This design comes from an exercise in tuning for small area and a short achievable clock period on the open sky130 flow, not from production work.
RTL that was checked went through simulation tests only; none was proved equivalent to the original.
Power is estimated from default activity; no workload was simulated.

## tod_core
module tod_core #(parameter TIME_WIDTH_SUB_NS=20, TIME_WIDTH_NS=32, TIME_WIDTH_SEC=48) (
    input clk,
    input rst_n,
    input set_init_time,  
    input set_offset_time,  
    input plus_offset_time,  
    input wire [TIME_WIDTH_SUB_NS-1:0] init_time_sub_ns,
    input wire [TIME_WIDTH_NS-1:0] init_time_ns,
    input wire [TIME_WIDTH_SEC-1:0] init_time_sec,
    input wire [TIME_WIDTH_SUB_NS-1:0] offset_time_sub_ns,
    input wire [TIME_WIDTH_NS-1:0] offset_time_ns,  
    input wire [TIME_WIDTH_SUB_NS-1:0] incr_time_sub_ns,
    input wire [TIME_WIDTH_NS-1:0] incr_time_ns,
    output reg [TIME_WIDTH_SUB_NS-1:0] time_sub_ns,
    output reg [TIME_WIDTH_NS-1:0] time_ns,
    output reg [TIME_WIDTH_SEC-1:0] time_sec
);
Size in the first run: about 1,400 cells after synthesis, about 100 flip-flops, roughly 310 I/O pins, about 10,000 um^2 of cells after synthesis.
Settings: LEC_CHECK=0, CAP_MARGIN=20, CORE_MARGIN=2, CORE_UTILIZATION=70, SLEW_MARGIN=20; clock period 18.0 ns.
standard.sh (not shown) runs the stock make flow with config.mk's settings and CLKGATE_MAP_FILE= SYNTH_SCRIPT=/design/flow/synth_recipe.tcl, a recipe that flattens the netlist after the stock synthesis.
==> flow/flow/run.sh <==
#!/bin/bash
# The standard layout (standard.sh), with three changes to how it is made:
# - synthesis maps all logic with flow/abc.script, an area-oriented ABC script (see flow/synth.tcl);
# - the port buffers use the smallest buffer cell instead of buffer_ports' default;
# - repair_timing works towards a setup slack of 10 ns at the design's clock period.
# - extra ORFS settings: "SYNTH_KEEP_MODULES=tod_aoi21 tod_oai21 tod_nand2 tod_nor2 tod_aoi22 tod_aoi222" (SYNTH_KEEP_MODULES keeps the one-gate blocks of
#   rtl/tod_core.v apart in synthesis, so each maps to one library gate).
# The output of every step goes to standard.log here (ORFS's own per-step logs stay in orfs/logs).
set -euo pipefail
export FLOW_ABC_SCRIPT=$PWD/flow/abc.script
bash standard.sh SYNTH_SCRIPT=$PWD/flow/synth.tcl "BUFFER_PORTS_ARGS=-buffer_cell sky130_fd_sc_hd__buf_1" SETUP_SLACK_MARGIN=10 "SYNTH_KEEP_MODULES=tod_aoi21 tod_oai21 tod_nand2 tod_nor2 tod_aoi22 tod_aoi222" finish > standard.log 2>&1
==> flow/flow/abc.script <==
&get -n
&st
&dch -f
&nf -a
&put
==> flow/flow/synth.tcl <==
# synth_recipe.tcl (the standard synthesis) with two changes: ABC maps with
# flow/abc.script in place of ORFS's abc_speed.script, and full and half adders
# are not extracted into fa/ha cells first (ABC maps that logic with the rest).
# Everything else, including the register names and cells, is as in the
# standard synthesis.
proc synth {args} { yosys synth -nofsm -noshare {*}$args }
proc extract_fa {args} { }
proc abc {args} {
  set i [lsearch -exact $args -script]
  if { $i >= 0 } {
    set args [lreplace $args [expr {$i + 1}] [expr {$i + 1}] $::env(FLOW_ABC_SCRIPT)]
  }
  yosys abc {*}$args
}
source $::env(SCRIPTS_DIR)/synth.tcl
# left out here: clear keep_hierarchy, flatten, clean up, hide names made inside functions, write 1_2_yosys.v
==> next run, changes <==
--- a/flow/flow/run.sh
+++ b/flow/flow/run.sh
@@ -6,2 +5,0 @@
-# - extra ORFS settings: "SYNTH_KEEP_MODULES=tod_aoi21 tod_oai21 tod_nand2 tod_nor2 tod_aoi22 tod_aoi222" (SYNTH_KEEP_MODULES keeps the one-gate blocks of
-#   rtl/tod_core.v apart in synthesis, so each maps to one library gate).
Settings changed: CORE_UTILIZATION 70 to 55, CTS_BUF_LIST from default to sky130_fd_sc_hd__clkbuf_4 sky130_fd_sc_hd__clkbuf_8.
What happened: The changed run produced a clean layout; clock power came out lower by about 28%; routed wire length came out lower by 14%; die area came out higher by 26%; maximum frequency came out higher by 6.0%; core utilization came out lower by 20 points; setup slack gets better by 0.46 ns; combinational power came out lower by about 9%; synthesized cell count does not change; register-to-register slack gets better by 0.12 ns; final cell count came out higher by 1.9%.
==> next run, changes <==
--- a/flow/flow/run.sh
+++ b/flow/flow/run.sh
@@ -5,0 +6,2 @@
+# - extra ORFS settings: "SYNTH_KEEP_MODULES=tod_aoi21 tod_oai21 tod_nand2 tod_nor2 tod_aoi22 tod_aoi222" (SYNTH_KEEP_MODULES keeps the one-gate blocks of
+#   rtl/tod_core.v apart in synthesis, so each maps to one library gate).
Settings changed: CTS_BUF_LIST sky130_fd_sc_hd__clkbuf_4 sky130_fd_sc_hd__clkbuf_8 to default.
=> Worst hold slack gets worse by 0.015 ns; routed wire length is about the same; global-route usage barely changes; final area rose by 1.1%; area after synthesis stays the same; worst setup slack is about the same.
No run of this note included a check of the RTL's function; only the layout flow was run.

tod_core, a different RTL version from the one above (not shown whole).
For scale: ~310 I/O pins, roughly 12000 sq um of cells after synthesis.
==> flow/config.mk <==
export PLATFORM = sky130hd
export DESIGN_NAME = tod_core
export DESIGN_NICKNAME = tod_core
export VERILOG_FILES = /design/flow/design.v
export SDC_FILE = /design/flow/constraint.sdc
export NUM_CORES = 4
export LEC_CHECK = 0
export CAP_MARGIN = 20
export CORE_MARGIN = 2
export CORE_UTILIZATION = 40
export SLEW_MARGIN = 20
==> flow/constraint.sdc <==
create_clock -name core_clock -period 18.0 [get_ports {clk}]
set_input_delay 3.6000 -clock core_clock [delete_from_list [all_inputs] [get_ports {clk}]]
set_output_delay 3.6000 -clock core_clock [all_outputs]
set_load 0.01 [all_outputs]
==> flow/flow/run.sh <==
#!/bin/bash
# The standard layout (standard.sh), with two changes to how it is made:
# - the port buffers use the smallest buffer cell instead of buffer_ports' default;
# - repair_timing works towards a setup slack of 8 ns at the design's clock period.
# The output of every step goes to standard.log here (ORFS's own per-step logs stay in orfs/logs).
set -euo pipefail
bash standard.sh "BUFFER_PORTS_ARGS=-buffer_cell sky130_fd_sc_hd__buf_1" SETUP_SLACK_MARGIN=8 finish > standard.log 2>&1
Edit:
Settings changed: CORE_UTILIZATION 40 to 60.
What happened: The changed run completed with no timing, DRC or antenna violations; fmax is about the same; critical path depth goes down by 1; setup slack is worse by 0.013 ns; die area goes down by 33%; worst hold slack is worse by 0.0096 ns; routed wire length goes down by about 7%; register-to-register slack is worse by 0.25 ns.
Edit:
==> flow/run.sh (new file) <==
#!/bin/bash
# synth_recipe.tcl (not shown) runs the flow's synth.tcl, then flattens the netlist and writes it again
# the make line also repeats each setting of config.mk as NAME=value (left out here)
make -C /OpenROAD-flow-scripts/flow DESIGN_CONFIG=/design/flow/config.mk WORK_HOME=/design/flow/orfs CLKGATE_MAP_FILE= SYNTH_SCRIPT=/design/flow/synth_recipe.tcl finish
Settings changed: CORE_UTILIZATION 60 to 40.
removed: flow/flow/run.sh
removed: flow/standard.sh
The changed run passed the timing, design-rule and antenna checks; sequential power stays flat; clock skew is about the same; clock-buffer cell count does not change; worst hold slack degrades by 0.028 ns; final cell count grows by about 5.5%; worst setup slack degrades by 1.9 ns; maximum frequency shrinks by 16%; global-route usage shrinks by 7.6 points.
No functional check of the RTL was part of any run of this note.

## main
tod_core, a different RTL version from the one above (not shown whole).
Size: roughly 1500 cells after synthesis, about 310 I/O pins, about 11000 sq um of cells after synthesis.
==> flow/config.mk <==
export PLATFORM = sky130hd
export DESIGN_NAME = tod_core
export DESIGN_NICKNAME = tod_core
export VERILOG_FILES = /design/flow/design.v
export SDC_FILE = /design/flow/constraint.sdc
export NUM_CORES = 4
export LEC_CHECK = 0
export CAP_MARGIN = 20
export CORE_MARGIN = 2
export CORE_UTILIZATION = 55
export SLEW_MARGIN = 20
==> flow/constraint.sdc <==
create_clock -name core_clock -period 18.0 [get_ports {clk}]
set_input_delay 3.6000 -clock core_clock [delete_from_list [all_inputs] [get_ports {clk}]]
set_output_delay 3.6000 -clock core_clock [all_outputs]
set_load 0.01 [all_outputs]
==> flow/flow/run.sh <==
#!/bin/bash
# The standard layout (standard.sh), with three changes to how it is made:
# - synthesis maps all logic with flow/abc.script, an area-oriented ABC script (see flow/synth.tcl);
# - the port buffers use the smallest buffer cell instead of buffer_ports' default;
# - repair_timing works towards a setup slack of 10 ns at the design's clock period.
# - extra ORFS settings: "SYNTH_KEEP_MODULES=tod_aoi21 tod_oai21 tod_nand2 tod_nor2 tod_aoi22 tod_aoi222 tod_xnor2 tod_mux2" (SYNTH_KEEP_MODULES keeps the one-gate blocks of
#   rtl/tod_core.v apart in synthesis, so each maps to one library gate).
# The output of every step goes to standard.log here (ORFS's own per-step logs stay in orfs/logs).
set -euo pipefail
export FLOW_ABC_SCRIPT=$PWD/flow/abc.script
bash standard.sh SYNTH_SCRIPT=$PWD/flow/synth.tcl "BUFFER_PORTS_ARGS=-buffer_cell sky130_fd_sc_hd__buf_1" SETUP_SLACK_MARGIN=10 "SYNTH_KEEP_MODULES=tod_aoi21 tod_oai21 tod_nand2 tod_nor2 tod_aoi22 tod_aoi222 tod_xnor2 tod_mux2" finish > standard.log 2>&1
Scripts as last shown in full above: flow/flow/abc.script, flow/flow/synth.tcl
Per the final summary, main finished and its layout is clean on timing, DRC and antenna.
--- input diff main..the feature branch ---
==> flow/flow/run.sh <==
#!/bin/bash
# The standard layout (standard.sh), with three changes to how it is made:
# - synthesis maps all logic with flow/abc.script, an area-oriented ABC script (see flow/synth.tcl);
# - the port buffers use the smallest buffer cell instead of buffer_ports' default;
# - repair_timing works towards a setup slack of 10.5 ns at the design's clock period.
# - extra ORFS settings: "SYNTH_KEEP_MODULES=tod_aoi21 tod_oai21 tod_nand2 tod_nor2 tod_aoi22 tod_aoi222 tod_xnor2 tod_mux2" (SYNTH_KEEP_MODULES keeps the one-gate blocks of
#   rtl/tod_core.v apart in synthesis, so each maps to one library gate).
# The output of every step goes to standard.log here (ORFS's own per-step logs stay in orfs/logs).
set -euo pipefail
export FLOW_ABC_SCRIPT=$PWD/flow/abc.script
bash standard.sh SYNTH_SCRIPT=$PWD/flow/synth.tcl "BUFFER_PORTS_ARGS=-buffer_cell sky130_fd_sc_hd__buf_1" SETUP_SLACK_MARGIN=10.5 "SYNTH_KEEP_MODULES=tod_aoi21 tod_oai21 tod_nand2 tod_nor2 tod_aoi22 tod_aoi222 tod_xnor2 tod_mux2" finish > standard.log 2>&1
--- outcome ---
- In the flow results for main and the feature branch, the worst hold slack is larger on the feature branch.
- The feature branch vs main — maximum cell stage delay along the critical path dropped 60 ps.
- The feature branch vs. main: worst setup slack +450 ps; leakage power total +9.0%.
No functional check of the RTL was part of any run of this note.

Another version of the RTL of tod_core (not shown whole).
For scale: ~1,500 cells after synthesis, about 100 flip-flops, about 310 I/O pins.
Settings: LEC_CHECK=0, CAP_MARGIN=20, CORE_MARGIN=2, CORE_UTILIZATION=40, SLEW_MARGIN=20; clock period 18.0 ns.
==> flow/flow/run.sh <==
#!/bin/bash
# The standard layout (standard.sh), with three changes to how it is made:
# - synthesis maps the logic with flow/abc.script (an area-oriented ABC script; see flow/synth.tcl);
# - the port buffers use the smallest buffer cell instead of buffer_ports' default;
# - repair_timing works towards a setup slack of 8 ns at the design's clock period.
# The output of every step goes to standard.log here (ORFS's own per-step logs stay in orfs/logs).
set -euo pipefail
export FLOW_ABC_SCRIPT=$PWD/flow/abc.script
bash standard.sh SYNTH_SCRIPT=$PWD/flow/synth.tcl "BUFFER_PORTS_ARGS=-buffer_cell sky130_fd_sc_hd__buf_1" SETUP_SLACK_MARGIN=8 finish > standard.log 2>&1
==> flow/flow/abc.script <==
&get -n
&st
&dch
&nf -a
&put
==> flow/flow/synth.tcl <==
# synth_recipe.tcl (the standard synthesis) with one change: ABC maps with
# flow/abc.script in place of ORFS's abc_speed.script. Everything else,
# including the register names and cells, is as in the standard synthesis.
proc synth {args} { yosys synth -nofsm -noshare {*}$args }
proc abc {args} {
  set i [lsearch -exact $args -script]
  if { $i >= 0 } {
    set args [lreplace $args [expr {$i + 1}] [expr {$i + 1}] $::env(FLOW_ABC_SCRIPT)]
  }
  yosys abc {*}$args
}
source $::env(SCRIPTS_DIR)/synth.tcl
# left out here: clear keep_hierarchy, flatten, clean up, hide names made inside functions, write 1_2_yosys.v
Then changed:
==> flow/flow/run.sh (replaced) <==
#!/bin/bash
# The standard layout (standard.sh), with three changes to how it is made:
# - synthesis maps all logic with flow/abc.script, an area-oriented ABC script (see flow/synth.tcl);
# - the port buffers use the smallest buffer cell instead of buffer_ports' default;
# - repair_timing works towards a setup slack of 9.5 ns at the design's clock period.
# The output of every step goes to standard.log here (ORFS's own per-step logs stay in orfs/logs).
set -euo pipefail
export FLOW_ABC_SCRIPT=$PWD/flow/abc.script
bash standard.sh SYNTH_SCRIPT=$PWD/flow/synth.tcl "BUFFER_PORTS_ARGS=-buffer_cell sky130_fd_sc_hd__buf_1" SETUP_SLACK_MARGIN=9.5 finish > standard.log 2>&1
--- a/flow/flow/synth.tcl
+++ b/flow/flow/synth.tcl
@@ -1,3 +1,5 @@
-# synth_recipe.tcl (the standard synthesis) with one change: ABC maps with
-# flow/abc.script in place of ORFS's abc_speed.script. Everything else,
-# including the register names and cells, is as in the standard synthesis.
+# synth_recipe.tcl (the standard synthesis) with two changes: ABC maps with
+# flow/abc.script in place of ORFS's abc_speed.script, and full and half adders
+# are not extracted into fa/ha cells first (ABC maps that logic with the rest).
+# Everything else, including the register names and cells, is as in the
+# standard synthesis.
@@ -4,0 +7 @@
+proc extract_fa {args} { }
=> The changed run completed with no timing, DRC or antenna violations. Die area falls by 5.6%. Sequential cell count is unchanged. Final area went down by 2.4%. Core utilization climbs by 0.94 points. Clock skew stays flat. Area after synthesis went down by 5.7%.

== build 33 ==
Another version of the RTL of tod_core (not shown whole).
Size: about 100 flip-flops, roughly 310 I/O pins, ~0.011 mm² of cells after synthesis.
clock: 18.0 ns
lec_check: 0
cap_margin: 20
core_margin: 2
core_utilization: 55
cts_buf_list: sky130_fd_sc_hd__clkbuf_4 sky130_fd_sc_hd__clkbuf_8
slew_margin: 20
==> flow/flow/run.sh <==
#!/bin/bash
# The standard layout (standard.sh), with three changes to how it is made:
# - synthesis maps all logic with flow/abc.script, an area-oriented ABC script (see flow/synth.tcl);
# - the port buffers use the smallest buffer cell instead of buffer_ports' default;
# - repair_timing works towards a setup slack of 10 ns at the design's clock period.
# The output of every step goes to standard.log here (ORFS's own per-step logs stay in orfs/logs).
set -euo pipefail
export FLOW_ABC_SCRIPT=$PWD/flow/abc.script
bash standard.sh SYNTH_SCRIPT=$PWD/flow/synth.tcl "BUFFER_PORTS_ARGS=-buffer_cell sky130_fd_sc_hd__buf_1" SETUP_SLACK_MARGIN=10 "REMOVE_ABC_BUFFERS=1" finish > standard.log 2>&1
==> flow/flow/synth.tcl <==
# synth_recipe.tcl (the standard synthesis) with two changes: ABC maps with
# flow/abc.script in place of ORFS's abc_speed.script, and full and half adders
# are not extracted into fa/ha cells first (ABC maps that logic with the rest).
# Everything else, including the register names and cells, is as in the
# standard synthesis.
proc synth {args} { yosys synth -nofsm -noshare {*}$args }
proc extract_fa {args} { }
proc abc {args} {
  set i [lsearch -exact $args -script]
  if { $i >= 0 } {
    set args [lreplace $args [expr {$i + 1}] [expr {$i + 1}] $::env(FLOW_ABC_SCRIPT)]
  }
  yosys abc {*}$args
}
source $::env(SCRIPTS_DIR)/synth.tcl
# left out here: clear keep_hierarchy, flatten, clean up, hide names made inside functions, write 1_2_yosys.v
Scripts as last shown in full above: flow/flow/abc.script
Build 33: PASS, flow complete, no timing, DRC or antenna violations
For build 51, these inputs were changed with respect to build 33:
Settings: removing CTS_BUF_LIST (formerly sky130_fd_sc_hd__clkbuf_4 sky130_fd_sc_hd__clkbuf_8); changing CORE_UTILIZATION from 55 to 40.
-- flow/flow/run.sh --
<<< build 33, line 9
bash standard.sh SYNTH_SCRIPT=$PWD/flow/synth.tcl "BUFFER_PORTS_ARGS=-buffer_cell sky130_fd_sc_hd__buf_1" SETUP_SLACK_MARGIN=10 "REMOVE_ABC_BUFFERS=1" finish > standard.log 2>&1
>>> build 51, line 9
bash standard.sh SYNTH_SCRIPT=$PWD/flow/synth.tcl "BUFFER_PORTS_ARGS=-buffer_cell sky130_fd_sc_hd__buf_1" SETUP_SLACK_MARGIN=10 finish > standard.log 2>&1
[summary]
- From build 33 to build 51 the numbers moved as follows: combinational cell fraction of total power went down 0.4 points, largest fanout on the critical path higher, area growth from synthesis to final layout now sits higher, cell area grew by 93 µm², net switching power essentially unchanged.
- ~same multi-input logic area in build 51 and build 33
- Timing, DRC, antenna: 0 failures across build 51 and build 33
> inputs changed (build 51 -> build 90)
Settings: an added CTS_BUF_LIST of sky130_fd_sc_hd__clkbuf_4 sky130_fd_sc_hd__clkbuf_8; a change of CORE_UTILIZATION from 40 to 55; an added PLACE_DENSITY of 0.75.
- | time the worst path needs with I/O delays and setup | build 90 vs build 51 | ≈ equal |
- Between build 90 and build 51, the sequential fraction of total cell area is lower for build 51.
- Per the comparison of build 90 with build 51, share of total power in combinational logic now sits higher; wire length has decreased.
Setup changes, build 90 to build 73
Settings: a deleted PLACE_DENSITY that had been 0.75; a deleted CTS_BUF_LIST that had been sky130_fd_sc_hd__clkbuf_4 sky130_fd_sc_hd__clkbuf_8; a change of CORE_UTILIZATION from 55 to 40.
==> flow/flow/abc.script <==
strash
dch
amap
--- outcome ---
When build 73 is measured against build 90, its critical path depth turns out about 200% higher. For first-iteration DRC count, dividing the value from build 73 by the value from build 90 gives 1.5. [compare] base=build 90 new=build 73: post-route non-filler standard cell count saw an increase; detailed-route wire length moved up; final weighted congestion in routability-driven placement now sits lower. Parity-gate share of the synthesized area counting xor and xnor cells | build 73 below build 90. Between build 73 and build 90, it is build 73 whose via-per-instance ratio is higher, by 0.12. Compared with build 90, build 73 shows a clock period minus final worst setup slack that is 3.02 ns higher. Clock network fraction of design power, build 73 and build 90, lower one = build 90. Cmp build 73 vs build 90: cell area higher in build 73.
Function was not checked in any run of this note: the RTL went through the layout flow alone.

[separate check: timing with driven ports]
In the flow no input, the clock included, has a driving cell. The finished layouts below were timed again as built, in two steps. Step 1, drivers: a clkbuf_16 drives clk and a buf_2 each remaining input, both assumed. Step 2, shift: input delay + t, output delay - t, t = (earliest + latest rising clock arrival at the registers) / 2. This alone moves slack from input paths to output paths. a / b / c = ideal ports / drivers / drivers and shift; a / b = the first two.
run	shift t [ns]	setup slack, ns	worst setup path after step 2	slew at the worst register clock pin (ns)	worst data-port slew with drivers (ns)
the first run of note 1	0.409	9.808 / 9.774 / 9.364	input to register	0.08 / 0.08	0.17
the second run of note 1	0.425	10.272 / 10.229 / 9.804	input to register	0.12 / 0.12	0.17
the third run of note 1	0.401	10.271 / 10.200 / 9.799	input to register	0.09 / 0.09	0.18
the first run of note 2	0.416	8.249 / 8.254 / 7.837	input to register	0.09 / 0.09	0.09
the second run of note 2	0.410	8.236 / 8.105 / 7.695	input to register	0.09 / 0.09	0.22
the third run of note 2	0.414	6.380 / 6.403 / 5.989	input to register	0.09 / 0.09	0.09
main	0.404	10.167 / 10.192 / 9.788	input to register	0.09 / 0.09	0.09
the feature branch	0.409	10.619 / 10.631 / 10.229	input to register	0.08 / 0.08	0.10
the first run of note 4	0.406	8.633 / 8.657 / 8.250	input to register	0.08 / 0.08	0.08
the second run of note 4	0.406	9.752 / 9.738 / 9.331	input to register	0.08 / 0.08	0.15
build 33	0.430	10.170 / 10.186 / 9.756	input to register	0.12 / 0.12	0.09
build 51	0.408	10.253 / 10.262 / 9.853	input to register	0.09 / 0.09	0.10
build 90	0.439	10.251 / 10.224 / 9.785	input to register	0.12 / 0.12	0.08
build 73	0.416	7.229 / 7.185 / 6.768	input to register	0.09 / 0.09	0.11
After both steps setup and hold are still met in every run listed. The setup slack of the second run of note 2, which loses most, moves by -0.131 ns with the drivers and by -0.541 ns with both steps.
